What follows belongs to an exercise in optimizing a design on an open flow for small area and a short achievable clock period; a production flow would make more cautious choices.
No functional check of the RTL was part of any run shown here.

File: run.sh
#!/bin/bash
# synth_recipe.tcl (not shown) runs the flow's synth.tcl, then flattens the netlist and writes it again
# the make line also repeats each setting of config.mk as NAME=value (left out here)
make -C /OpenROAD-flow-scripts/flow DESIGN_CONFIG=/design/flow/config.mk WORK_HOME=/design/flow/orfs CLKGATE_MAP_FILE= SYNTH_SCRIPT=/design/flow/synth_recipe.tcl finish
File: config.mk
export PLATFORM = sky130hd
export DESIGN_NAME = datapathB_behavioral
export DESIGN_NICKNAME = datapathB_behavioral
export VERILOG_FILES = /design/flow/design.v
export SDC_FILE = /design/flow/constraint.sdc
export NUM_CORES = 4
export LEC_CHECK = 0
export CAP_MARGIN = 20
export CORE_MARGIN = 2
export CORE_UTILIZATION = 40
export SLEW_MARGIN = 20
File: constraint.sdc
create_clock -name core_clock -period 6.0 [get_ports {CLK}]
set_input_delay 1.2000 -clock core_clock [delete_from_list [all_inputs] [get_ports {CLK}]]
set_output_delay 1.2000 -clock core_clock [all_outputs]
set_load 0.01 [all_outputs]
File: design.v
module datapathB_behavioral
  #(parameter WLx = 8, parameter WLc = 8)
  ( input signed [WLx-1:0] x,
    input signed [WLc-1:0] a, b, c,
    input CLK,
    output signed [(WLx+WLc+WLc)+1:0] outR
  );
  wire s1_1;
  wire s1_2;
  wire s1_3;
  wire s1_4;
  wire s1_5;
  wire s1_6;
  wire s1_7;
  wire s1_8;
  wire s1_9;
  wire s1_10;
  wire s1_11;
  wire s1_12;
  wire s1_13;
  wire s1_14;
  wire s1_15;
  wire s1_16;
  wire s1_17;
  wire s1_18;
  wire s1_19;
  wire s1_20;
  wire s1_21;
  wire s1_22;
  wire s1_23;
  wire s1_24;
  wire s1_25;
  wire s1_26;
  wire s1_27;
  wire s1_28;
  wire s1_29;
  wire s1_30;
  wire s1_31;
  wire s1_32;
  wire s1_33;
  wire s1_34;
  wire s1_35;
  wire s1_36;
  wire s1_37;
  wire s1_38;
  wire s1_39;
  wire s1_40;
  wire s1_41;
  wire s1_42;
  wire s1_43;
  wire s1_44;
  wire s1_45;
  wire s1_46;
  wire s1_47;
  wire s1_48;
  wire s1_49;
  wire s1_50;
  wire s1_51;
  wire s1_52;
  wire s1_53;
  wire s1_54;
  wire s1_55;
  wire s1_56;
  wire s1_57;
  wire s1_58;
  wire s1_59;
  wire s1_60;
  wire s1_61;
  wire s1_62;
  wire s1_63;
  wire s1_64;
  wire s1_65;
  wire s1_66;
  wire s1_67;
  wire s1_68;
  wire s1_69;
  wire s1_70;
  wire s1_71;
  wire s1_72;
  wire s1_73;
  wire s1_74;
  wire s1_75;
  wire s1_76;
  wire s1_77;
  wire s1_78;
  wire s1_79;
  wire s1_80;
  wire s1_81;
  wire s1_82;
  wire s1_83;
  wire s1_84;
  wire s1_85;
  wire s1_86;
  wire s1_87;
  wire s1_88;
  wire s1_89;
  wire s1_90;
  wire s1_91;
  wire s1_92;
  wire s1_93;
  wire s1_94;
  wire s1_95;
  wire s1_96;
  wire s1_97;
  wire s1_98;
  wire s1_99;
  wire s1_100;
  wire s1_101;
  wire s1_102;
  wire s1_103;
  wire s1_104;
  wire s1_105;
  wire s1_106;
  wire s1_107;
  wire s1_108;
  wire s1_109;
  wire s1_110;
  wire s1_111;
  wire s1_112;
  wire s1_113;
  wire s1_114;
  wire s1_115;
  wire s1_116;
  assign s1_1 = x1[0];
  assign s1_2 = x1[1] & ~x1[0];
  assign s1_3 = x1[1];
  assign s1_4 = ((a1[0] & s1_1) ^ s1_3);
  assign s1_5 = (((a1[1] & s1_1) | (a1[0] & s1_2)) ^ s1_3);
  assign s1_6 = (((a1[2] & s1_1) | (a1[1] & s1_2)) ^ s1_3);
  assign s1_7 = (((a1[3] & s1_1) | (a1[2] & s1_2)) ^ s1_3);
  assign s1_8 = (((a1[4] & s1_1) | (a1[3] & s1_2)) ^ s1_3);
  assign s1_9 = (((a1[5] & s1_1) | (a1[4] & s1_2)) ^ s1_3);
  assign s1_10 = (((a1[6] & s1_1) | (a1[5] & s1_2)) ^ s1_3);
  assign s1_11 = (((a1[7] & s1_1) | (a1[6] & s1_2)) ^ s1_3);
  assign s1_12 = (((a1[7] & s1_1) | (a1[7] & s1_2)) ^ s1_3);
  assign s1_13 = ~s1_12;
  assign s1_14 = x1[2] ^ x1[1];
  assign s1_15 = (x1[3] & ~x1[2] & ~x1[1]) | (~x1[3] & x1[2] & x1[1]);
  assign s1_16 = x1[3];
  assign s1_17 = ((a1[0] & s1_14) ^ s1_16);
  assign s1_18 = (((a1[1] & s1_14) | (a1[0] & s1_15)) ^ s1_16);
  assign s1_19 = (((a1[2] & s1_14) | (a1[1] & s1_15)) ^ s1_16);
  assign s1_20 = (((a1[3] & s1_14) | (a1[2] & s1_15)) ^ s1_16);
  assign s1_21 = (((a1[4] & s1_14) | (a1[3] & s1_15)) ^ s1_16);
  assign s1_22 = (((a1[5] & s1_14) | (a1[4] & s1_15)) ^ s1_16);
  assign s1_23 = (((a1[6] & s1_14) | (a1[5] & s1_15)) ^ s1_16);
  assign s1_24 = (((a1[7] & s1_14) | (a1[6] & s1_15)) ^ s1_16);
  assign s1_25 = (((a1[7] & s1_14) | (a1[7] & s1_15)) ^ s1_16);
  assign s1_26 = ~s1_25;
  assign s1_27 = x1[4] ^ x1[3];
  assign s1_28 = (x1[5] & ~x1[4] & ~x1[3]) | (~x1[5] & x1[4] & x1[3]);
  assign s1_29 = x1[5];
  assign s1_30 = ((a1[0] & s1_27) ^ s1_29);
  assign s1_31 = (((a1[1] & s1_27) | (a1[0] & s1_28)) ^ s1_29);
  assign s1_32 = (((a1[2] & s1_27) | (a1[1] & s1_28)) ^ s1_29);
  assign s1_33 = (((a1[3] & s1_27) | (a1[2] & s1_28)) ^ s1_29);
  assign s1_34 = (((a1[4] & s1_27) | (a1[3] & s1_28)) ^ s1_29);
  assign s1_35 = (((a1[5] & s1_27) | (a1[4] & s1_28)) ^ s1_29);
  assign s1_36 = (((a1[6] & s1_27) | (a1[5] & s1_28)) ^ s1_29);
  assign s1_37 = (((a1[7] & s1_27) | (a1[6] & s1_28)) ^ s1_29);
  assign s1_38 = (((a1[7] & s1_27) | (a1[7] & s1_28)) ^ s1_29);
  assign s1_39 = ~s1_38;
  assign s1_40 = x1[6] ^ x1[5];
  assign s1_41 = (x1[7] & ~x1[6] & ~x1[5]) | (~x1[7] & x1[6] & x1[5]);
  assign s1_42 = x1[7];
  assign s1_43 = ((a1[0] & s1_40) ^ s1_42);
  assign s1_44 = (((a1[1] & s1_40) | (a1[0] & s1_41)) ^ s1_42);
  assign s1_45 = (((a1[2] & s1_40) | (a1[1] & s1_41)) ^ s1_42);
  assign s1_46 = (((a1[3] & s1_40) | (a1[2] & s1_41)) ^ s1_42);
  assign s1_47 = (((a1[4] & s1_40) | (a1[3] & s1_41)) ^ s1_42);
  assign s1_48 = (((a1[5] & s1_40) | (a1[4] & s1_41)) ^ s1_42);
  assign s1_49 = (((a1[6] & s1_40) | (a1[5] & s1_41)) ^ s1_42);
  assign s1_50 = (((a1[7] & s1_40) | (a1[6] & s1_41)) ^ s1_42);
  assign s1_51 = (((a1[7] & s1_40) | (a1[7] & s1_41)) ^ s1_42);
  assign s1_52 = ~s1_51;
  assign s1_53 = s1_8 ^ s1_19;
  assign s1_54 = s1_8 & s1_19;
  assign s1_55 = s1_9 ^ s1_20;
  assign s1_56 = s1_9 & s1_20;
  assign s1_57 = s1_10 ^ s1_21 ^ s1_32;
  assign s1_58 = (s1_10 & s1_21) | (s1_10 & s1_32) | (s1_21 & s1_32);
  assign s1_59 = s1_43 ^ s1_42;
  assign s1_60 = s1_43 & s1_42;
  assign s1_61 = s1_11 ^ s1_22 ^ s1_33;
  assign s1_62 = (s1_11 & s1_22) | (s1_11 & s1_33) | (s1_22 & s1_33);
  assign s1_63 = s1_44 ^ ~b1[7] ^ 1'b1;
  assign s1_64 = (s1_44 & ~b1[7]) | (s1_44 & 1'b1) | (~b1[7] & 1'b1);
  assign s1_65 = s1_13 ^ s1_23 ^ s1_34;
  assign s1_66 = (s1_13 & s1_23) | (s1_13 & s1_34) | (s1_23 & s1_34);
  assign s1_67 = s1_24 ^ s1_35;
  assign s1_68 = s1_24 & s1_35;
  assign s1_69 = s1_6 ^ s1_17;
  assign s1_70 = s1_6 & s1_17;
  assign s1_71 = s1_7 ^ s1_18;
  assign s1_72 = s1_7 & s1_18;
  assign s1_73 = s1_30 ^ s1_29 ^ b1[4];
  assign s1_74 = (s1_30 & s1_29) | (s1_30 & b1[4]) | (s1_29 & b1[4]);
  assign s1_75 = s1_31 ^ b1[5] ^ s1_55;
  assign s1_76 = (s1_31 & b1[5]) | (s1_31 & s1_55) | (b1[5] & s1_55);
  assign s1_77 = b1[6] ^ s1_57 ^ s1_59;
  assign s1_78 = (b1[6] & s1_57) | (b1[6] & s1_59) | (s1_57 & s1_59);
  assign s1_79 = s1_61 ^ s1_63 ^ s1_58;
  assign s1_80 = (s1_61 & s1_63) | (s1_61 & s1_58) | (s1_63 & s1_58);
  assign s1_81 = s1_45 ^ s1_65 ^ s1_62;
  assign s1_82 = (s1_45 & s1_65) | (s1_45 & s1_62) | (s1_65 & s1_62);
  assign s1_83 = s1_46 ^ 1'b1 ^ s1_67;
  assign s1_84 = (s1_46 & 1'b1) | (s1_46 & s1_67) | (1'b1 & s1_67);
  assign s1_85 = s1_26 ^ s1_36 ^ s1_47;
  assign s1_86 = (s1_26 & s1_36) | (s1_26 & s1_47) | (s1_36 & s1_47);
  assign s1_87 = s1_37 ^ s1_48;
  assign s1_88 = s1_37 & s1_48;
  assign s1_89 = s1_4 ^ s1_3;
  assign s1_90 = s1_4 & s1_3;
  assign s1_91 = s1_5 ^ b1[1];
  assign s1_92 = s1_5 & b1[1];
  assign s1_93 = s1_16 ^ b1[2] ^ s1_69;
  assign s1_94 = (s1_16 & b1[2]) | (s1_16 & s1_69) | (b1[2] & s1_69);
  assign s1_95 = b1[3] ^ s1_71 ^ s1_70;
  assign s1_96 = (b1[3] & s1_71) | (b1[3] & s1_70) | (s1_71 & s1_70);
  assign s1_97 = s1_53 ^ s1_73 ^ s1_72;
  assign s1_98 = (s1_53 & s1_73) | (s1_53 & s1_72) | (s1_73 & s1_72);
  assign s1_99 = s1_54 ^ s1_75 ^ s1_74;
  assign s1_100 = (s1_54 & s1_75) | (s1_54 & s1_74) | (s1_75 & s1_74);
  assign s1_101 = s1_56 ^ s1_77 ^ s1_76;
  assign s1_102 = (s1_56 & s1_77) | (s1_56 & s1_76) | (s1_77 & s1_76);
  assign s1_103 = s1_60 ^ s1_79 ^ s1_78;
  assign s1_104 = (s1_60 & s1_79) | (s1_60 & s1_78) | (s1_79 & s1_78);
  assign s1_105 = s1_64 ^ s1_81 ^ s1_80;
  assign s1_106 = (s1_64 & s1_81) | (s1_64 & s1_80) | (s1_81 & s1_80);
  assign s1_107 = s1_66 ^ s1_83 ^ s1_82;
  assign s1_108 = (s1_66 & s1_83) | (s1_66 & s1_82) | (s1_83 & s1_82);
  assign s1_109 = s1_68 ^ s1_85 ^ s1_84;
  assign s1_110 = (s1_68 & s1_85) | (s1_68 & s1_84) | (s1_85 & s1_84);
  assign s1_111 = 1'b1 ^ s1_87 ^ s1_86;
  assign s1_112 = (1'b1 & s1_87) | (1'b1 & s1_86) | (s1_87 & s1_86);
  assign s1_113 = s1_39 ^ s1_49 ^ s1_88;
  assign s1_114 = (s1_39 & s1_49) | (s1_39 & s1_88) | (s1_49 & s1_88);
  assign s1_115 = s1_50 ^ 1'b1;
  assign s1_116 = s1_50 & 1'b1;
  wire s2_1;
  wire s2_2;
  wire s2_3;
  wire s2_4;
  wire s2_5;
  wire s2_6;
  wire s2_7;
  wire s2_8;
  wire s2_9;
  wire s2_10;
  wire s2_11;
  wire s2_12;
  wire s2_13;
  wire s2_14;
  wire s2_15;
  wire s2_16;
  wire s2_17;
  wire s2_18;
  wire s2_19;
  wire s2_20;
  wire s2_21;
  wire s2_22;
  wire s2_23;
  wire s2_24;
  wire s2_25;
  wire s2_26;
  wire s2_27;
  wire s2_28;
  wire s2_29;
  wire s2_30;
  wire s2_31;
  wire s2_32;
  wire s2_33;
  wire s2_34;
  wire s2_35;
  wire s2_36;
  wire s2_37;
  wire s2_38;
  wire s2_39;
  wire s2_40;
  wire s2_41;
  wire s2_42;
  wire s2_43;
  wire s2_44;
  wire s2_45;
  wire s2_46;
  wire s2_47;
  wire s2_48;
  wire s2_49;
  wire s2_50;
  wire s2_51;
  wire s2_52;
  wire s2_53;
  wire s2_54;
  wire s2_55;
  wire s2_56;
  wire s2_57;
  wire s2_58;
  wire s2_59;
  wire s2_60;
  wire s2_61;
  wire s2_62;
  wire s2_63;
  wire s2_64;
  wire s2_65;
  wire s2_66;
  wire s2_67;
  wire s2_68;
  wire s2_69;
  wire s2_70;
  wire s2_71;
  wire s2_72;
  wire s2_73;
  wire s2_74;
  wire s2_75;
  wire s2_76;
  wire s2_77;
  wire s2_78;
  wire s2_79;
  wire s2_80;
  wire s2_81;
  wire s2_82;
  wire s2_83;
  wire s2_84;
  wire s2_85;
  wire s2_86;
  wire s2_87;
  wire s2_88;
  wire s2_89;
  wire s2_90;
  wire s2_91;
  wire s2_92;
  wire s2_93;
  wire s2_94;
  wire s2_95;
  wire s2_96;
  wire s2_97;
  wire s2_98;
  wire s2_99;
  wire s2_100;
  wire s2_101;
  wire s2_102;
  wire s2_103;
  wire s2_104;
  wire s2_105;
  wire s2_106;
  wire s2_107;
  wire s2_108;
  wire s2_109;
  wire s2_110;
  wire s2_111;
  wire s2_112;
  wire s2_113;
  wire s2_114;
  wire s2_115;
  wire s2_116;
  wire s2_117;
  wire s2_118;
  wire s2_119;
  wire s2_120;
  wire s2_121;
  wire s2_122;
  wire s2_123;
  wire s2_124;
  wire s2_125;
  wire s2_126;
  wire s2_127;
  wire s2_128;
  wire s2_129;
  wire s2_130;
  wire s2_131;
  wire s2_132;
  wire s2_133;
  wire s2_134;
  wire s2_135;
  wire s2_136;
  wire s2_137;
  wire s2_138;
  wire s2_139;
  wire s2_140;
  wire s2_141;
  wire s2_142;
  wire s2_143;
  wire s2_144;
  wire s2_145;
  wire s2_146;
  wire s2_147;
  wire s2_148;
  wire s2_149;
  wire s2_150;
  wire s2_151;
  wire s2_152;
  wire s2_153;
  wire s2_154;
  wire s2_155;
  wire s2_156;
  wire s2_157;
  wire s2_158;
  wire s2_159;
  wire s2_160;
  wire s2_161;
  wire s2_162;
  wire s2_163;
  wire s2_164;
  wire s2_165;
  wire s2_166;
  wire s2_167;
  wire s2_168;
  wire s2_169;
  wire s2_170;
  wire s2_171;
  wire s2_172;
  wire s2_173;
  wire s2_174;
  wire s2_175;
  wire s2_176;
  wire s2_177;
  wire s2_178;
  wire s2_179;
  wire s2_180;
  wire s2_181;
  wire s2_182;
  wire s2_183;
  wire s2_184;
  wire s2_185;
  wire s2_186;
  wire s2_187;
  wire s2_188;
  wire s2_189;
  wire s2_190;
  wire s2_191;
  wire s2_192;
  wire s2_193;
  wire s2_194;
  wire s2_195;
  wire s2_196;
  wire s2_197;
  wire s2_198;
  wire s2_199;
  wire s2_200;
  wire s2_201;
  wire s2_202;
  wire s2_203;
  wire s2_204;
  wire s2_205;
  wire s2_206;
  wire s2_207;
  wire s2_208;
  wire s2_209;
  wire s2_210;
  wire s2_211;
  wire s2_212;
  assign s2_1 = x2[0];
  assign s2_2 = x2[1] & ~x2[0];
  assign s2_3 = x2[1];
  assign s2_4 = ((y2[0] & s2_1) ^ s2_3);
  assign s2_5 = (((y2[1] & s2_1) | (y2[0] & s2_2)) ^ s2_3);
  assign s2_6 = (((y2[2] & s2_1) | (y2[1] & s2_2)) ^ s2_3);
  assign s2_7 = (((y2[3] & s2_1) | (y2[2] & s2_2)) ^ s2_3);
  assign s2_8 = (((y2[4] & s2_1) | (y2[3] & s2_2)) ^ s2_3);
  assign s2_9 = (((y2[5] & s2_1) | (y2[4] & s2_2)) ^ s2_3);
  assign s2_10 = (((y2[6] & s2_1) | (y2[5] & s2_2)) ^ s2_3);
  assign s2_11 = (((y2[7] & s2_1) | (y2[6] & s2_2)) ^ s2_3);
  assign s2_12 = (((y2[8] & s2_1) | (y2[7] & s2_2)) ^ s2_3);
  assign s2_13 = (((y2[9] & s2_1) | (y2[8] & s2_2)) ^ s2_3);
  assign s2_14 = (((y2[10] & s2_1) | (y2[9] & s2_2)) ^ s2_3);
  assign s2_15 = (((y2[11] & s2_1) | (y2[10] & s2_2)) ^ s2_3);
  assign s2_16 = (((y2[12] & s2_1) | (y2[11] & s2_2)) ^ s2_3);
  assign s2_17 = (((y2[13] & s2_1) | (y2[12] & s2_2)) ^ s2_3);
  assign s2_18 = (((y2[14] & s2_1) | (y2[13] & s2_2)) ^ s2_3);
  assign s2_19 = (((y2[15] & s2_1) | (y2[14] & s2_2)) ^ s2_3);
  assign s2_20 = (((y2[15] & s2_1) | (y2[15] & s2_2)) ^ s2_3);
  assign s2_21 = ~s2_20;
  assign s2_22 = x2[2] ^ x2[1];
  assign s2_23 = (x2[3] & ~x2[2] & ~x2[1]) | (~x2[3] & x2[2] & x2[1]);
  assign s2_24 = x2[3];
  assign s2_25 = ((y2[0] & s2_22) ^ s2_24);
  assign s2_26 = (((y2[1] & s2_22) | (y2[0] & s2_23)) ^ s2_24);
  assign s2_27 = (((y2[2] & s2_22) | (y2[1] & s2_23)) ^ s2_24);
  assign s2_28 = (((y2[3] & s2_22) | (y2[2] & s2_23)) ^ s2_24);
  assign s2_29 = (((y2[4] & s2_22) | (y2[3] & s2_23)) ^ s2_24);
  assign s2_30 = (((y2[5] & s2_22) | (y2[4] & s2_23)) ^ s2_24);
  assign s2_31 = (((y2[6] & s2_22) | (y2[5] & s2_23)) ^ s2_24);
  assign s2_32 = (((y2[7] & s2_22) | (y2[6] & s2_23)) ^ s2_24);
  assign s2_33 = (((y2[8] & s2_22) | (y2[7] & s2_23)) ^ s2_24);
  assign s2_34 = (((y2[9] & s2_22) | (y2[8] & s2_23)) ^ s2_24);
  assign s2_35 = (((y2[10] & s2_22) | (y2[9] & s2_23)) ^ s2_24);
  assign s2_36 = (((y2[11] & s2_22) | (y2[10] & s2_23)) ^ s2_24);
  assign s2_37 = (((y2[12] & s2_22) | (y2[11] & s2_23)) ^ s2_24);
  assign s2_38 = (((y2[13] & s2_22) | (y2[12] & s2_23)) ^ s2_24);
  assign s2_39 = (((y2[14] & s2_22) | (y2[13] & s2_23)) ^ s2_24);
  assign s2_40 = (((y2[15] & s2_22) | (y2[14] & s2_23)) ^ s2_24);
  assign s2_41 = (((y2[15] & s2_22) | (y2[15] & s2_23)) ^ s2_24);
  assign s2_42 = ~s2_41;
  assign s2_43 = x2[4] ^ x2[3];
  assign s2_44 = (x2[5] & ~x2[4] & ~x2[3]) | (~x2[5] & x2[4] & x2[3]);
  assign s2_45 = x2[5];
  assign s2_46 = ((y2[0] & s2_43) ^ s2_45);
  assign s2_47 = (((y2[1] & s2_43) | (y2[0] & s2_44)) ^ s2_45);
  assign s2_48 = (((y2[2] & s2_43) | (y2[1] & s2_44)) ^ s2_45);
  assign s2_49 = (((y2[3] & s2_43) | (y2[2] & s2_44)) ^ s2_45);
  assign s2_50 = (((y2[4] & s2_43) | (y2[3] & s2_44)) ^ s2_45);
  assign s2_51 = (((y2[5] & s2_43) | (y2[4] & s2_44)) ^ s2_45);
  assign s2_52 = (((y2[6] & s2_43) | (y2[5] & s2_44)) ^ s2_45);
  assign s2_53 = (((y2[7] & s2_43) | (y2[6] & s2_44)) ^ s2_45);
  assign s2_54 = (((y2[8] & s2_43) | (y2[7] & s2_44)) ^ s2_45);
  assign s2_55 = (((y2[9] & s2_43) | (y2[8] & s2_44)) ^ s2_45);
  assign s2_56 = (((y2[10] & s2_43) | (y2[9] & s2_44)) ^ s2_45);
  assign s2_57 = (((y2[11] & s2_43) | (y2[10] & s2_44)) ^ s2_45);
  assign s2_58 = (((y2[12] & s2_43) | (y2[11] & s2_44)) ^ s2_45);
  assign s2_59 = (((y2[13] & s2_43) | (y2[12] & s2_44)) ^ s2_45);
  assign s2_60 = (((y2[14] & s2_43) | (y2[13] & s2_44)) ^ s2_45);
  assign s2_61 = (((y2[15] & s2_43) | (y2[14] & s2_44)) ^ s2_45);
  assign s2_62 = (((y2[15] & s2_43) | (y2[15] & s2_44)) ^ s2_45);
  assign s2_63 = ~s2_62;
  assign s2_64 = x2[6] ^ x2[5];
  assign s2_65 = (x2[7] & ~x2[6] & ~x2[5]) | (~x2[7] & x2[6] & x2[5]);
  assign s2_66 = x2[7];
  assign s2_67 = ((y2[0] & s2_64) ^ s2_66);
  assign s2_68 = (((y2[1] & s2_64) | (y2[0] & s2_65)) ^ s2_66);
  assign s2_69 = (((y2[2] & s2_64) | (y2[1] & s2_65)) ^ s2_66);
  assign s2_70 = (((y2[3] & s2_64) | (y2[2] & s2_65)) ^ s2_66);
  assign s2_71 = (((y2[4] & s2_64) | (y2[3] & s2_65)) ^ s2_66);
  assign s2_72 = (((y2[5] & s2_64) | (y2[4] & s2_65)) ^ s2_66);
  assign s2_73 = (((y2[6] & s2_64) | (y2[5] & s2_65)) ^ s2_66);
  assign s2_74 = (((y2[7] & s2_64) | (y2[6] & s2_65)) ^ s2_66);
  assign s2_75 = (((y2[8] & s2_64) | (y2[7] & s2_65)) ^ s2_66);
  assign s2_76 = (((y2[9] & s2_64) | (y2[8] & s2_65)) ^ s2_66);
  assign s2_77 = (((y2[10] & s2_64) | (y2[9] & s2_65)) ^ s2_66);
  assign s2_78 = (((y2[11] & s2_64) | (y2[10] & s2_65)) ^ s2_66);
  assign s2_79 = (((y2[12] & s2_64) | (y2[11] & s2_65)) ^ s2_66);
  assign s2_80 = (((y2[13] & s2_64) | (y2[12] & s2_65)) ^ s2_66);
  assign s2_81 = (((y2[14] & s2_64) | (y2[13] & s2_65)) ^ s2_66);
  assign s2_82 = (((y2[15] & s2_64) | (y2[14] & s2_65)) ^ s2_66);
  assign s2_83 = (((y2[15] & s2_64) | (y2[15] & s2_65)) ^ s2_66);
  assign s2_84 = ~s2_83;
  assign s2_85 = s2_8 ^ s2_27;
  assign s2_86 = s2_8 & s2_27;
  assign s2_87 = s2_9 ^ s2_28;
  assign s2_88 = s2_9 & s2_28;
  assign s2_89 = s2_10 ^ s2_29 ^ s2_48;
  assign s2_90 = (s2_10 & s2_29) | (s2_10 & s2_48) | (s2_29 & s2_48);
  assign s2_91 = s2_67 ^ s2_66;
  assign s2_92 = s2_67 & s2_66;
  assign s2_93 = s2_11 ^ s2_30 ^ s2_49;
  assign s2_94 = (s2_11 & s2_30) | (s2_11 & s2_49) | (s2_30 & s2_49);
  assign s2_95 = s2_68 ^ ~c2[7] ^ 1'b1;
  assign s2_96 = (s2_68 & ~c2[7]) | (s2_68 & 1'b1) | (~c2[7] & 1'b1);
  assign s2_97 = s2_12 ^ s2_31 ^ s2_50;
  assign s2_98 = (s2_12 & s2_31) | (s2_12 & s2_50) | (s2_31 & s2_50);
  assign s2_99 = s2_69 ^ 1'b1;
  assign s2_100 = s2_69 & 1'b1;
  assign s2_101 = s2_13 ^ s2_32 ^ s2_51;
  assign s2_102 = (s2_13 & s2_32) | (s2_13 & s2_51) | (s2_32 & s2_51);
  assign s2_103 = s2_70 ^ 1'b1;
  assign s2_104 = s2_70 & 1'b1;
  assign s2_105 = s2_14 ^ s2_33 ^ s2_52;
  assign s2_106 = (s2_14 & s2_33) | (s2_14 & s2_52) | (s2_33 & s2_52);
  assign s2_107 = s2_71 ^ 1'b1;
  assign s2_108 = s2_71 & 1'b1;
  assign s2_109 = s2_15 ^ s2_34 ^ s2_53;
  assign s2_110 = (s2_15 & s2_34) | (s2_15 & s2_53) | (s2_34 & s2_53);
  assign s2_111 = s2_72 ^ 1'b1;
  assign s2_112 = s2_72 & 1'b1;
  assign s2_113 = s2_16 ^ s2_35 ^ s2_54;
  assign s2_114 = (s2_16 & s2_35) | (s2_16 & s2_54) | (s2_35 & s2_54);
  assign s2_115 = s2_73 ^ 1'b1;
  assign s2_116 = s2_73 & 1'b1;
  assign s2_117 = s2_17 ^ s2_36 ^ s2_55;
  assign s2_118 = (s2_17 & s2_36) | (s2_17 & s2_55) | (s2_36 & s2_55);
  assign s2_119 = s2_74 ^ 1'b1;
  assign s2_120 = s2_74 & 1'b1;
  assign s2_121 = s2_18 ^ s2_37 ^ s2_56;
  assign s2_122 = (s2_18 & s2_37) | (s2_18 & s2_56) | (s2_37 & s2_56);
  assign s2_123 = s2_75 ^ 1'b1;
  assign s2_124 = s2_75 & 1'b1;
  assign s2_125 = s2_19 ^ s2_38 ^ s2_57;
  assign s2_126 = (s2_19 & s2_38) | (s2_19 & s2_57) | (s2_38 & s2_57);
  assign s2_127 = s2_76 ^ 1'b1;
  assign s2_128 = s2_76 & 1'b1;
  assign s2_129 = s2_21 ^ s2_39 ^ s2_58;
  assign s2_130 = (s2_21 & s2_39) | (s2_21 & s2_58) | (s2_39 & s2_58);
  assign s2_131 = s2_40 ^ s2_59;
  assign s2_132 = s2_40 & s2_59;
  assign s2_133 = s2_6 ^ s2_25;
  assign s2_134 = s2_6 & s2_25;
  assign s2_135 = s2_7 ^ s2_26;
  assign s2_136 = s2_7 & s2_26;
  assign s2_137 = s2_46 ^ s2_45 ^ c2[4];
  assign s2_138 = (s2_46 & s2_45) | (s2_46 & c2[4]) | (s2_45 & c2[4]);
  assign s2_139 = s2_47 ^ c2[5] ^ s2_87;
  assign s2_140 = (s2_47 & c2[5]) | (s2_47 & s2_87) | (c2[5] & s2_87);
  assign s2_141 = c2[6] ^ s2_89 ^ s2_91;
  assign s2_142 = (c2[6] & s2_89) | (c2[6] & s2_91) | (s2_89 & s2_91);
  assign s2_143 = s2_93 ^ s2_95 ^ s2_90;
  assign s2_144 = (s2_93 & s2_95) | (s2_93 & s2_90) | (s2_95 & s2_90);
  assign s2_145 = s2_97 ^ s2_99 ^ s2_94;
  assign s2_146 = (s2_97 & s2_99) | (s2_97 & s2_94) | (s2_99 & s2_94);
  assign s2_147 = s2_101 ^ s2_103 ^ s2_98;
  assign s2_148 = (s2_101 & s2_103) | (s2_101 & s2_98) | (s2_103 & s2_98);
  assign s2_149 = s2_105 ^ s2_107 ^ s2_102;
  assign s2_150 = (s2_105 & s2_107) | (s2_105 & s2_102) | (s2_107 & s2_102);
  assign s2_151 = s2_109 ^ s2_111 ^ s2_106;
  assign s2_152 = (s2_109 & s2_111) | (s2_109 & s2_106) | (s2_111 & s2_106);
  assign s2_153 = s2_113 ^ s2_115 ^ s2_110;
  assign s2_154 = (s2_113 & s2_115) | (s2_113 & s2_110) | (s2_115 & s2_110);
  assign s2_155 = s2_117 ^ s2_119 ^ s2_114;
  assign s2_156 = (s2_117 & s2_119) | (s2_117 & s2_114) | (s2_119 & s2_114);
  assign s2_157 = s2_121 ^ s2_123 ^ s2_118;
  assign s2_158 = (s2_121 & s2_123) | (s2_121 & s2_118) | (s2_123 & s2_118);
  assign s2_159 = s2_125 ^ s2_127 ^ s2_122;
  assign s2_160 = (s2_125 & s2_127) | (s2_125 & s2_122) | (s2_127 & s2_122);
  assign s2_161 = s2_77 ^ s2_129 ^ s2_126;
  assign s2_162 = (s2_77 & s2_129) | (s2_77 & s2_126) | (s2_129 & s2_126);
  assign s2_163 = s2_78 ^ 1'b1 ^ s2_131;
  assign s2_164 = (s2_78 & 1'b1) | (s2_78 & s2_131) | (1'b1 & s2_131);
  assign s2_165 = s2_42 ^ s2_60 ^ s2_79;
  assign s2_166 = (s2_42 & s2_60) | (s2_42 & s2_79) | (s2_60 & s2_79);
  assign s2_167 = s2_61 ^ s2_80;
  assign s2_168 = s2_61 & s2_80;
  assign s2_169 = s2_4 ^ s2_3;
  assign s2_170 = s2_4 & s2_3;
  assign s2_171 = s2_5 ^ c2[1];
  assign s2_172 = s2_5 & c2[1];
  assign s2_173 = s2_24 ^ c2[2] ^ s2_133;
  assign s2_174 = (s2_24 & c2[2]) | (s2_24 & s2_133) | (c2[2] & s2_133);
  assign s2_175 = c2[3] ^ s2_135 ^ s2_134;
  assign s2_176 = (c2[3] & s2_135) | (c2[3] & s2_134) | (s2_135 & s2_134);
  assign s2_177 = s2_85 ^ s2_137 ^ s2_136;
  assign s2_178 = (s2_85 & s2_137) | (s2_85 & s2_136) | (s2_137 & s2_136);
  assign s2_179 = s2_86 ^ s2_139 ^ s2_138;
  assign s2_180 = (s2_86 & s2_139) | (s2_86 & s2_138) | (s2_139 & s2_138);
  assign s2_181 = s2_88 ^ s2_141 ^ s2_140;
  assign s2_182 = (s2_88 & s2_141) | (s2_88 & s2_140) | (s2_141 & s2_140);
  assign s2_183 = s2_92 ^ s2_143 ^ s2_142;
  assign s2_184 = (s2_92 & s2_143) | (s2_92 & s2_142) | (s2_143 & s2_142);
  assign s2_185 = s2_96 ^ s2_145 ^ s2_144;
  assign s2_186 = (s2_96 & s2_145) | (s2_96 & s2_144) | (s2_145 & s2_144);
  assign s2_187 = s2_100 ^ s2_147 ^ s2_146;
  assign s2_188 = (s2_100 & s2_147) | (s2_100 & s2_146) | (s2_147 & s2_146);
  assign s2_189 = s2_104 ^ s2_149 ^ s2_148;
  assign s2_190 = (s2_104 & s2_149) | (s2_104 & s2_148) | (s2_149 & s2_148);
  assign s2_191 = s2_108 ^ s2_151 ^ s2_150;
  assign s2_192 = (s2_108 & s2_151) | (s2_108 & s2_150) | (s2_151 & s2_150);
  assign s2_193 = s2_112 ^ s2_153 ^ s2_152;
  assign s2_194 = (s2_112 & s2_153) | (s2_112 & s2_152) | (s2_153 & s2_152);
  assign s2_195 = s2_116 ^ s2_155 ^ s2_154;
  assign s2_196 = (s2_116 & s2_155) | (s2_116 & s2_154) | (s2_155 & s2_154);
  assign s2_197 = s2_120 ^ s2_157 ^ s2_156;
  assign s2_198 = (s2_120 & s2_157) | (s2_120 & s2_156) | (s2_157 & s2_156);
  assign s2_199 = s2_124 ^ s2_159 ^ s2_158;
  assign s2_200 = (s2_124 & s2_159) | (s2_124 & s2_158) | (s2_159 & s2_158);
  assign s2_201 = s2_128 ^ s2_161 ^ s2_160;
  assign s2_202 = (s2_128 & s2_161) | (s2_128 & s2_160) | (s2_161 & s2_160);
  assign s2_203 = s2_130 ^ s2_163 ^ s2_162;
  assign s2_204 = (s2_130 & s2_163) | (s2_130 & s2_162) | (s2_163 & s2_162);
  assign s2_205 = s2_132 ^ s2_165 ^ s2_164;
  assign s2_206 = (s2_132 & s2_165) | (s2_132 & s2_164) | (s2_165 & s2_164);
  assign s2_207 = 1'b1 ^ s2_167 ^ s2_166;
  assign s2_208 = (1'b1 & s2_167) | (1'b1 & s2_166) | (s2_167 & s2_166);
  assign s2_209 = s2_63 ^ s2_81 ^ s2_168;
  assign s2_210 = (s2_63 & s2_81) | (s2_63 & s2_168) | (s2_81 & s2_168);
  assign s2_211 = s2_82 ^ 1'b1;
  assign s2_212 = s2_82 & 1'b1;
  reg [7:0] x1, a1, b1, c1, x2, c2;
  reg [15:0] y2;
  reg [22:0] z3, z4;
  wire [15:0] yA = {1'b1, s1_52, s1_115, s1_113, s1_111, s1_109, s1_107, s1_105, s1_103, s1_101, s1_99, s1_97, s1_95, s1_93, s1_91, b1[0]};
  wire [15:0] yB = {1'b0, s1_116, s1_114, s1_112, s1_110, s1_108, s1_106, s1_104, s1_102, s1_100, s1_98, s1_96, s1_94, s1_92, s1_90, s1_89};
  wire [22:0] zA = {s2_84, s2_211, s2_209, s2_207, s2_205, s2_203, s2_201, s2_199, s2_197, s2_195, s2_193, s2_191, s2_189, s2_187, s2_185, s2_183, s2_181, s2_179, s2_177, s2_175, s2_173, s2_171, c2[0]};
  wire [22:0] zB = {s2_212, s2_210, s2_208, s2_206, s2_204, s2_202, s2_200, s2_198, s2_196, s2_194, s2_192, s2_190, s2_188, s2_186, s2_184, s2_182, s2_180, s2_178, s2_176, s2_174, s2_172, s2_170, s2_169};
  always @(posedge CLK) begin
    x1 <= x; a1 <= a; b1 <= b; c1 <= c;
    x2 <= x1; c2 <= c1;
    y2 <= yA + yB;
    z3 <= zA + zB;
    z4 <= z3;
  end
  assign outR = {{3{z4[22]}}, z4};
endmodule
==> metrics.yaml, run 1 <==
place_area_sq_um: 9850
fp.dieH_microns: 155
yosys-top-cells-area: "dfxtp_1, fa_1, ha_1, a21oi_1, nand2_1"
worstSetupStartpointType: "flip-flop"
grt_pass1_wl_microns: 35700
reg2regPathDepth: 15
clkTransAtPathRegs_ps: 80
core_sq_um: 22600
dp.cells: 1404
crit_type: "flip-flop to flip-flop"
crit_arrival_ps: 5560
grt_pass1_vias: 7264
synthAdderAreaFrac: 0.244
drive_gt1_frac: 0.0352
grt_start_max_net_pins: 48
final_cell_mix: "a21oi_1, nand2_1, dfxtp_1"
synthMuxAreaShare: 0.00560
n_antenna_cell: 0
synth_compound_area_frac: 0.241
yosysTopAreaCell: "dfxtp_1"
area_growth_pct: 11.1
maxCapViolations: 0
rr_startpoint: "x2[3]"
track_usage: 0.179
seq_area_frac_synth: 0.240
worstPathRequired_ps: 6250
ctsResizeCount: 0
final_area_sq_um: 10200
synth_warnings: 1
syn_nets: 1296
drt-initial-drc-count: 444
drv_slew: 0
netlist_instances: 1140
htree_num_levels: 3
place.gp.congestion: 0.856
cts.sinks: 110
relSlewSlack: 0.466
worst_pin_slew_ps: 801
final_cells: 1420
synth-xor-area-share: 0.0583
clk_path_buf_depth: 2
synth_top_family_by_area: "adder cells"
syn-cell-area_sq_um: 9170
post_cts_buffers: 0
synth_ff_type: "dfxtp_1"
post-route-period-util: 0.886
overflow: 0
dp_hpwl_microns: 15600
min_period_ps: 5310
nFillCells: 2224
end_kind: "flip-flop"
io_buffer_count: 58
hold_viol_final: 0
cts_tree: "done"
start_util: 0.406
dieArea_sq_um: 24100
r2r_end: "z3[16]"
first_pass_iters: 5
vias: 7787
final_common_cell: "a21oi_1"
hold_path_depth: 0
fmax_ghz: 0.188
die_w_microns: 155
tns_ps: 0
finalSetupViolations: 0
r2r_slack_ps: 690
ys_types: 55
skew_ps: 12.0
synth_simple_gate_area_frac: 0.129
hold_path_class: "flip-flop to flip-flop"
drc: 0
drt-total-wl_microns: 21000
insertion_delay_ps: 360
syn_avg_cell_area_sq_um: 8.04
antenna_left: 0
synth_edf_count: 0
routedWlPerCell_microns: 14.8
cts_inserted_buffers: 9
min_to: "z4[18]"
pre_cts_slack_ps: 714
ctsHoldBuffers: 0
synthArstFlopShare: 0
cts_root_buf: "clkbuf_16"
finalWorstSetupSlack_ps: 686
fp-row-count: 55
rsz0062_at_grt: "no"
critPathMaxFanout: 18
ys_ff_latch: 110
hold_start: "z3[18]"
synth_top_area_share: 0.240
antenna_found_initial: 0
nNetsFinal: 1286
viasPerCell: 5.48
io_pins: 59
status: "finished clean"
flip-flops by register name, summed over array words and instances, names as in the netlist:
register,count
x1,8
c2,8
z4,23
a1,8
x2,8
z3,23
b1,8
c1,8
y2,16
how the worst max path moves through the flow:
| stage | end | slack (ps) | startpoint | cells after the start |
|---|---|---|---|---|
| 6_report | z3[16] | 690 | x2[3] | 15 |
| 2_1_floorplan | z3[16] | 1200 | x2[1] | 16 |
| 5_1_grt | z3[20] | 240 | x2[3] | 15 |
| 3_3_place_gp | z3[16] | 790 | x2[3] | 15 |
| 4_1_cts | z3[16] | 700 | x2[3] | 15 |
| 3_5_place_dp | z3[22] | 710 | x2[3] | 15 |
metrics by stage:
stage | util | hold slack [ps]
4_1_cts | 0.451 | 329
5_1_grt | 0.451 | 334
2_1_floorplan | - | 310
3_5_place_dp | 0.436 | 312
6_report | 0.451 | 323
3_3_place_gp | 0.436 | 310
synthesized netlist by cell type, types with 3 or more instances:
| master | count |
|---|---|
| a21oi_1 | 123 |
| nand2_1 | 111 |
| dfxtp_1 | 110 |
| inv_1 | 102 |
| clkbuf_1 | 76 |
| nor2_1 | 75 |
| o21ai_0 | 66 |
| fa_1 | 62 |
| ha_1 | 61 |
| o22ai_1 | 35 |
| xnor2_1 | 33 |
| a22oi_1 | 30 |
| xor2_1 | 28 |
| maj3_1 | 23 |
| nand3_1 | 20 |
| a221oi_1 | 19 |
| nor2b_1 | 15 |
| a21o_1 | 14 |
| buf_1 | 13 |
| nor3_1 | 13 |
| o31ai_1 | 13 |
| nand2b_1 | 11 |
| a211oi_1 | 9 |
| o211ai_1 | 9 |
| a31oi_1 | 7 |
| and2_1 | 6 |
| mux2i_1 | 4 |
| o21bai_1 | 4 |
| o221ai_1 | 4 |
| a41oi_1 | 3 |
| and3_1 | 3 |
| buf_4 | 3 |
| nand4_1 | 3 |
| o311a_1 | 3 |
per-layer routing:
layer | GRT usage | up-vias | wire length (microns)
met5 | 0 | - | 0
met3 | 0.0259 | 36 | 848
met4 | 0.0612 | 0 | 460
met2 | 0.302 | 200 | 9850
li1 | - | 3908 | -
met1 | 0.236 | 3643 | 9850
cell type report:
cell class / instances / area (sq um) / share of cell area
multi-input cells: 833 / 6210 / 0.610
flip-flops and latches: 110 / 2200 / 0.216
repair buffers: 72 / 686 / 0.0673
inverters: 104 / 390 / 0.0383
well taps: 285 / 357 / 0.0350
clock buffers: 9 / 225 / 0.0221
clock inverters: 7 / 114 / 0.0112
critical path, stage by stage, from the launching register on:
cell,delay [ps]
dfxtp_1,720
nand2_1,490
o22ai_1,260
nor2_1,80
o21ai_0,370
fa_1,490
inv_1,90
fa_1,410
fa_1,460
ha_1,360
a21oi_2,180
and2_4,180
or4b_1,460
a41o_1,270
o31a_1,250
xor2_1,140
kinds of logic after synthesis:
logic type               count (synthesis)
adder cells (fa/ha/maj)                146
AO/OA/AOI/OAI                          353
buffers and inverters                  197
flip-flops                             110
AND/OR/NAND/NOR                        268
XOR/XNOR                                61
multiplexers                             5
==> run 2, diff against run 1 <==
--- a/config.mk
+++ b/config.mk
@@ -5,7 +5,9 @@
 export SDC_FILE = /design/flow/constraint.sdc
 export NUM_CORES = 4
 export LEC_CHECK = 0
+export ABC_CLOCK_PERIOD_IN_PS = 4000
 export CAP_MARGIN = 20
 export CORE_MARGIN = 2
 export CORE_UTILIZATION = 40
+export SETUP_SLACK_MARGIN = 2.0
 export SLEW_MARGIN = 20
==> run 2 against run 1 <==
- worst setup slack gained 770 ps
- die area is the same
- wire length grew 15%
- final cell count grew 5.7%
- critical path type unchanged
- highest routed layer unchanged
- register-to-register slack gained 770 ps
- utilization grew 7.1 points
- fmax grew 17%
- critical endpoint unchanged
==> metrics.yaml, run 2 <==
ys_types: 55  # unchanged
finalSetupViolations: 0  # unchanged
ys_ff_latch: 110  # unchanged
worst_pin_slew_ps: 745  # -55.4 ps
htree_num_levels: 3  # unchanged
area_growth_pct: 28.6
tns_ps: 0  # unchanged
final_area_sq_um: 11800  # +16%
n_antenna_cell: 0  # unchanged
place.gp.congestion: 0.874  # +2.1%
synth_simple_gate_area_frac: 0.129  # unchanged
finalWorstSetupSlack_ps: 1460  # +769 ps
reg_top3: "z3: 23 flops, z4: 23 flops, y2: 16 flops"
reg2regPathDepth: 17  # +2
cts_root_buf: "clkbuf_16"
pre_cts_slack_ps: 982  # +267 ps
synth-xor-area-share: 0.0583  # unchanged
clk_path_buf_depth: 2  # unchanged
io_pins: 59  # unchanged
track_usage: 0.196  # +0.0169
nNetsFinal: 1367  # +6.3%
antenna_found_initial: 0  # unchanged
dieArea_sq_um: 24100  # unchanged
cts_tree: "done"
synth_top_area_share: 0.240  # unchanged
seq_area_frac_synth: 0.240  # unchanged
clkTransAtPathRegs_ps: 80  # about the same
vias: 8342  # +7.1%
crit_type: "flip-flop to flip-flop"
worstPathRequired_ps: 6250  # about the same
gr-usage-met1: 0.254  # +0.0186
antenna_left: 0  # unchanged
start_util: 0.406  # unchanged
final_cell_mix: "a21oi_1, nand2_1, inv_1"
synth_compound_area_frac: 0.241  # unchanged
fmax_ghz: 0.220  # +17%
synth_edf_count: 0  # unchanged
grt_pass1_vias: 7726  # +6.4%
yosys-top-cells-area: "dfxtp_1, fa_1, ha_1, a21oi_1, nand2_1"
synth_top_family_by_area: "adder cells"
use_met3: 0.0256  # -0.000279
grt_pass1_wl_microns: 38700  # +8.6%
syn_avg_cell_area_sq_um: 8.04  # unchanged
fp.dieH_microns: 155  # unchanged
synthMuxAreaShare: 0.00560  # unchanged
relSlewSlack: 0.503  # +0.0370
drive_gt1_frac: 0.225  # +0.189
die_w_microns: 155  # unchanged
io_buffer_count: 58  # unchanged
drv_slew: 0  # unchanged
hold_path_depth: 0  # unchanged
dp_hpwl_microns: 15700  # +0.87%
fp-row-count: 55  # unchanged
worstSetupStartpointType: "flip-flop"
maxCapViolations: 0  # unchanged
viasPerCell: 5.56  # +1.3%
rsz0062_at_grt: "yes"
utilization: 0.522  # +0.0708
synthAdderAreaFrac: 0.244  # unchanged
synth_ff_type: "dfxtp_1"
core_sq_um: 22600  # unchanged
place_area_sq_um: 9970  # +1.2%
end_kind: "flip-flop"
skew_ps: 18.9  # +6.86 ps
busiest_layer: "met2"
syn_nets: 1296  # unchanged
first_pass_iters: 5  # unchanged
synthArstFlopShare: 0  # unchanged
nFillCells: 2053  # -7.7%
synth_warnings: 1  # unchanged
drt-initial-drc-count: 500  # +13%
overflow: 0  # unchanged
post-route-period-util: 0.757  # -0.128
syn-cell-area_sq_um: 9170  # unchanged
grtUsageMet2: 0.336  # +0.0335
yosysTopAreaCell: "dfxtp_1"
drt-total-wl_microns: 24100  # +15%
yosysMostFrequentCell: "a21oi_1"
cts.sinks: 110  # unchanged
netlist_instances: 1140  # unchanged
critPathMaxFanout: 7  # -11
hold_viol_final: 0  # unchanged
hold_path_class: "flip-flop to flip-flop"
insertion_delay_ps: 360  # about the same
grt_start_max_net_pins: 38  # -21%
routedWlPerCell_microns: 16.1  # +8.5%
cts_inserted_buffers: 9  # unchanged
final_common_cell: "a21oi_1"
yosys-top-cells-count: "a21oi_1, nand2_1, dfxtp_1"
drc: 0  # unchanged
min_period_ps: 4540  # -769 ps
status: "finished clean"
crit_arrival_ps: 4800  # -760 ps
run 2: final timing paths:
path	start	to	slack, ps
hold / removal	z3[13]	z4[13]	320
setup reg to reg	x2[1]	z3[16]	1460
hold reg to reg	z3[13]	z4[13]	320
setup / recovery	x2[1]	z3[16]	1460
run 2: per-layer routing:
metal | share of wire | vias up
met2 | 0.48 | 309
li1 | - | 4076
met5 | 0 | -
met3 | 0.050 | 54
met1 | 0.44 | 3903
met4 | 0.028 | 0
run 2: cells by family after synthesis:
logic type                 count (synthesis)
AOI/OAI and AO/OA                        353
muxes                                      5
buffers and inverters                    197
xor gates and xnor gates                  61
and+or+nand+nor                          268
DFF                                      110
adders and majority gates                146
run 2: worst max-delay path, cell delays in order (launching register included):
cell and delay, ps:
dfxtp_4 350, buf_12 130, xor2_2 170, and2_4 180, buf_6 130, a22oi_2 130
o21ai_2 100, fa_1 540, inv_2 50, fa_1 530, fa_1 460, ha_4 280
a21oi_4 130, and2_4 160, or4b_4 460, a41o_1 270, o31a_1 260, xor2_1 140
run 2: area by class of cell:
cell class,count,area [sq um],share of cell area
repair buffers,152,1470,0.124
well taps,285,357,0.0303
clock inverters,6,55.1,0.00467
inverters,104,397,0.0337
clock buffers,10,239,0.0203
multi-input cells,834,7010,0.595
flip-flops and latches,110,2260,0.192
run 2: per-stage QoR:
stage | instances | hold slack (ps)
after floorplan | 1140 | 310
after global placement | 1406 | 310
after detailed placement | 1406 | 312
after CTS | 1472 | 324
after global routing | 1501 | 333
final | 1501 | 324
run 2: repair_timing:
item / CTS / global route
pin swaps: 73 / 78
hold endpoints to repair: 0 / 0
setup buffers: 45 / 29
endpoints found under the setup margin: 26 / 22
resized for setup: 146 / 77
cloned: 5 / 0
hold buffers: 0 / 0
==> run 3, diff against run 2 <==
--- a/config.mk
+++ b/config.mk
@@ -5,9 +5,9 @@
 export SDC_FILE = /design/flow/constraint.sdc
 export NUM_CORES = 4
 export LEC_CHECK = 0
-export ABC_CLOCK_PERIOD_IN_PS = 4000
+export ABC_CLOCK_PERIOD_IN_PS = 3000
 export CAP_MARGIN = 20
 export CORE_MARGIN = 2
 export CORE_UTILIZATION = 40
-export SETUP_SLACK_MARGIN = 2.0
+export SETUP_SLACK_MARGIN = 3.0
 export SLEW_MARGIN = 20
==> run 3 against run 2 <==
- still clean
- synthesized cell count unchanged
- fmax is 4.2% higher
- area after synthesis stayed put
- global-route usage increased by 0.066 points
- critical path depth shrank 1
- utilization rose by 2.2 points
- worst hold slack improved by 3.5 ps
==> metrics.yaml, run 3 <==
syn_avg_cell_area_sq_um: 8.04  # unchanged
cts_tree: "done"
pre_cts_slack_ps: 804  # -177 ps
dieArea_sq_um: 24100  # unchanged
hold_viol_final: 0  # unchanged
synth_edf_count: 0  # unchanged
status: "finished clean"
nFillCells: 2031  # -1.1%
drive_gt1_frac: 0.271  # +0.0460
fp.dieH_microns: 155  # unchanged
final_cells: 1527  # +1.7%
cp_cell_sequence: "buf_6 -> buf_4 -> and2_4 -> a22oi_2 -> o21ai_1 -> fa_1 -> inv_2 -> fa_1 -> fa_1 -> ha_4 -> a21oi_4 -> and2_4 -> or4b_4 -> a41o_1 -> o31a_1 -> xor2_1"
drv_slew: 0  # unchanged
fp-row-count: 55  # unchanged
fmax_ghz: 0.229  # +4.2%
clk_path_buf_depth: 2  # unchanged
min_period_ps: 4360  # -185 ps
clkTransAtPathRegs_ps: 80  # about the same
synth_warnings: 1  # unchanged
synthArstFlopShare: 0  # unchanged
start_util: 0.406  # unchanged
syn-cell-area_sq_um: 9170  # unchanged
drt-initial-drc-count: 449  # -10%
nNetsFinal: 1393  # +1.9%
yosysMostFrequentCell: "a21oi_1"
end_kind: "flip-flop"
place.gp.congestion: 0.894  # +2.3%
crit_family: "adder cells"
vias: 8357  # +0.18%
worst_pin_slew_ps: 655  # -89.8 ps
antenna_found_initial: 0  # unchanged
cts_inserted_buffers: 9  # unchanged
dp_hpwl_microns: 15900  # +0.86%
cts_root_buf: "clkbuf_16"
finalWorstSetupSlack_ps: 1640  # +185 ps
area_growth_pct: 34.0
maxCapViolations: 0  # unchanged
final_area_sq_um: 12300  # +4.2%
insertion_delay_ps: 370  # about the same
yosysTopAreaCell: "dfxtp_1"
grt_pass1_wl_microns: 38900  # +0.39%
ys_ff_latch: 110  # unchanged
netlist_instances: 1140  # unchanged
seq_area_sq_um: 2270  # +0.44%
io_pins: 59  # unchanged
synth_ff_type: "dfxtp_1"
syn_nets: 1296  # unchanged
worstPathRequired_ps: 6250  # about the same
n_antenna_cell: 0  # unchanged
crit_arrival_ps: 4610  # -190 ps
overflow: 0  # unchanged
hold_path_class: "flip-flop to flip-flop"
track_usage: 0.197  # +0.000662
htree_num_levels: 3  # unchanged
yosys-top-cells-area: "dfxtp_1, fa_1, ha_1, a21oi_1, nand2_1"
worstSetupStartpointType: "flip-flop"
first_pass_iters: 5  # unchanged
final_common_cell: "a21oi_1"
drt-total-wl_microns: 23800  # -1.4%
drc: 0  # unchanged
finalSetupViolations: 0  # unchanged
cts.sinks: 110  # unchanged
dp.cells: 1407  # +0.071%
ys_types: 55  # unchanged
holdWs_ps: 328  # +3.49 ps
reg_top3: "z3: 23 flops, z4: 23 flops, y2: 16 flops"
relSlewSlack: 0.563  # +0.0600
final_cell_mix: "a21oi_1, nand2_1, inv_1"
core_sq_um: 22600  # unchanged
post-route-period-util: 0.727  # -0.0308
io_buffer_count: 58  # unchanged
die_w_microns: 155  # unchanged
cpPeakStageDelay_ps: 550  # about the same
critPathMaxFanout: 7  # unchanged
utilization: 0.544  # +0.0221
viasPerCell: 5.47  # -1.5%
grt_pass1_vias: 7899  # +2.2%
routedWlPerCell_microns: 15.6  # -3.1%
path_buf_inv: 3  # unchanged
skew_ps: 13.2  # -5.67 ps
crit_type: "flip-flop to flip-flop"
tns_ps: 0  # unchanged
synth_top_area_share: 0.240  # unchanged
grt_start_max_net_pins: 48  # +26%
rsz0062_at_grt: "yes"
place_area_sq_um: 10100  # +1.5%
crit_path_top_delay_cell: "fa_1"
seq_area_frac_synth: 0.240  # unchanged
multi_input_area_sq_um: 7260  # +3.6%
ctsHoldBuffers: 0  # unchanged
crit_top_cell: "fa_1"
antenna_left: 0  # unchanged
yosys-top-cells-count: "a21oi_1, nand2_1, dfxtp_1"
run 3: cell count changes in the layout (fill, tap and decap cells not counted), moves of 5 or more:
cell | previous run | this run
ha_4 | 16 | 21
o21ai_0 | 43 | 33
a22oi_1 | 22 | 17
buf_4 | 72 | 83
a21oi_1 | 109 | 103
o21ai_1 | 9 | 16
a22oi_2 | 8 | 13
inv_2 | 9 | 14
buf_6 | 14 | 31
inv_1 | 92 | 85
ha_1 | 45 | 40
run 3: area by class of cell:
| class | count | share of cell area |
|---|---|---|
| Sequential cell | 110 | 0.185 |
| Multi-Input combinational cell | 833 | 0.591 |
| Inverter | 104 | 0.0331 |
| Clock inverter | 7 | 0.00591 |
| Timing Repair Buffer | 179 | 0.138 |
| Clock buffer | 9 | 0.0183 |
| Tap cell | 285 | 0.0290 |
run 3: kinds of logic after synthesis:
logic type | after synthesis | synth area share
adders and majority gates | 146 | 0.244
muxes | 5 | 0.00560
DFF | 110 | 0.240
xor gates and xnor gates | 61 | 0.0583
and+or+nand+nor | 268 | 0.129
AOI/OAI and AO/OA | 353 | 0.241
buffers and inverters | 197 | 0.0820
run 3: path summary, 6_finish.rpt:
path / start / to / cells after the start / slack [ps]
setup / recovery: x2[3] / z3[16] / 16 / 1640
setup reg to reg: x2[3] / z3[16] / 16 / 1640
hold / removal: z3[9] / z4[9] / 0 / 330
hold reg to reg: z3[9] / z4[9] / 0 / 330
run 3: metal layers:
metal | up-vias | track usage | share of wire
met5 | - | 0 | 0
met4 | 0 | 0.0660 | 0.023
met3 | 37 | 0.0312 | 0.043
met2 | 226 | 0.339 | 0.49
met1 | 3969 | 0.252 | 0.44
li1 | 4125 | - | -
run 3: worst register-to-register path: cells and delay by family (launching register included):
kind                     cells  cell delay, ps
AO/OA/AOI/OAI                5             840
adder cells (fa/ha/maj)      4            1800
AND/OR/NAND/NOR              3             820
XOR/XNOR                     1             150
buffers and inverters        3             310
flip-flops                   1             330
run 3: timing repair:
item | CTS | global route
cloned | 0 | 0
endpoints found under the setup margin | 33 | 31
buffers inserted | 72 | 32
pin swaps | 88 | 89
gates resized for setup | 190 | 83
endpoints found under the hold margin | 0 | 0

==> re-timing with driven ports <==
The flow's constraints put no driver on any port. The routed layouts listed below were extracted and timed again, unchanged, in two steps. Step 1 assumes that a clkbuf_16 drives the clock port and a buf_2 every other input. Step 2 times the ports against the registers' clock, not the clock port: input delays grow and output delays shrink by t, the midpoint of the rising clock arrivals with the driver on. Slacks: ideal ports / drivers / drivers and shift; pairs: ideal ports / drivers.
| run | t, ns | setup WS [ns] | worst register clock-pin slew, ns |
|---|---|---|---|
| run 1 | 0.399 | 0.686 / 0.686 / 0.686 | 0.08 / 0.08 |
| run 2 | 0.393 | 1.455 / 1.455 / 1.455 | 0.08 / 0.08 |
| run 3 | 0.405 | 1.640 / 1.640 / 1.640 | 0.08 / 0.08 |
After both steps setup and hold are still met in every run listed.
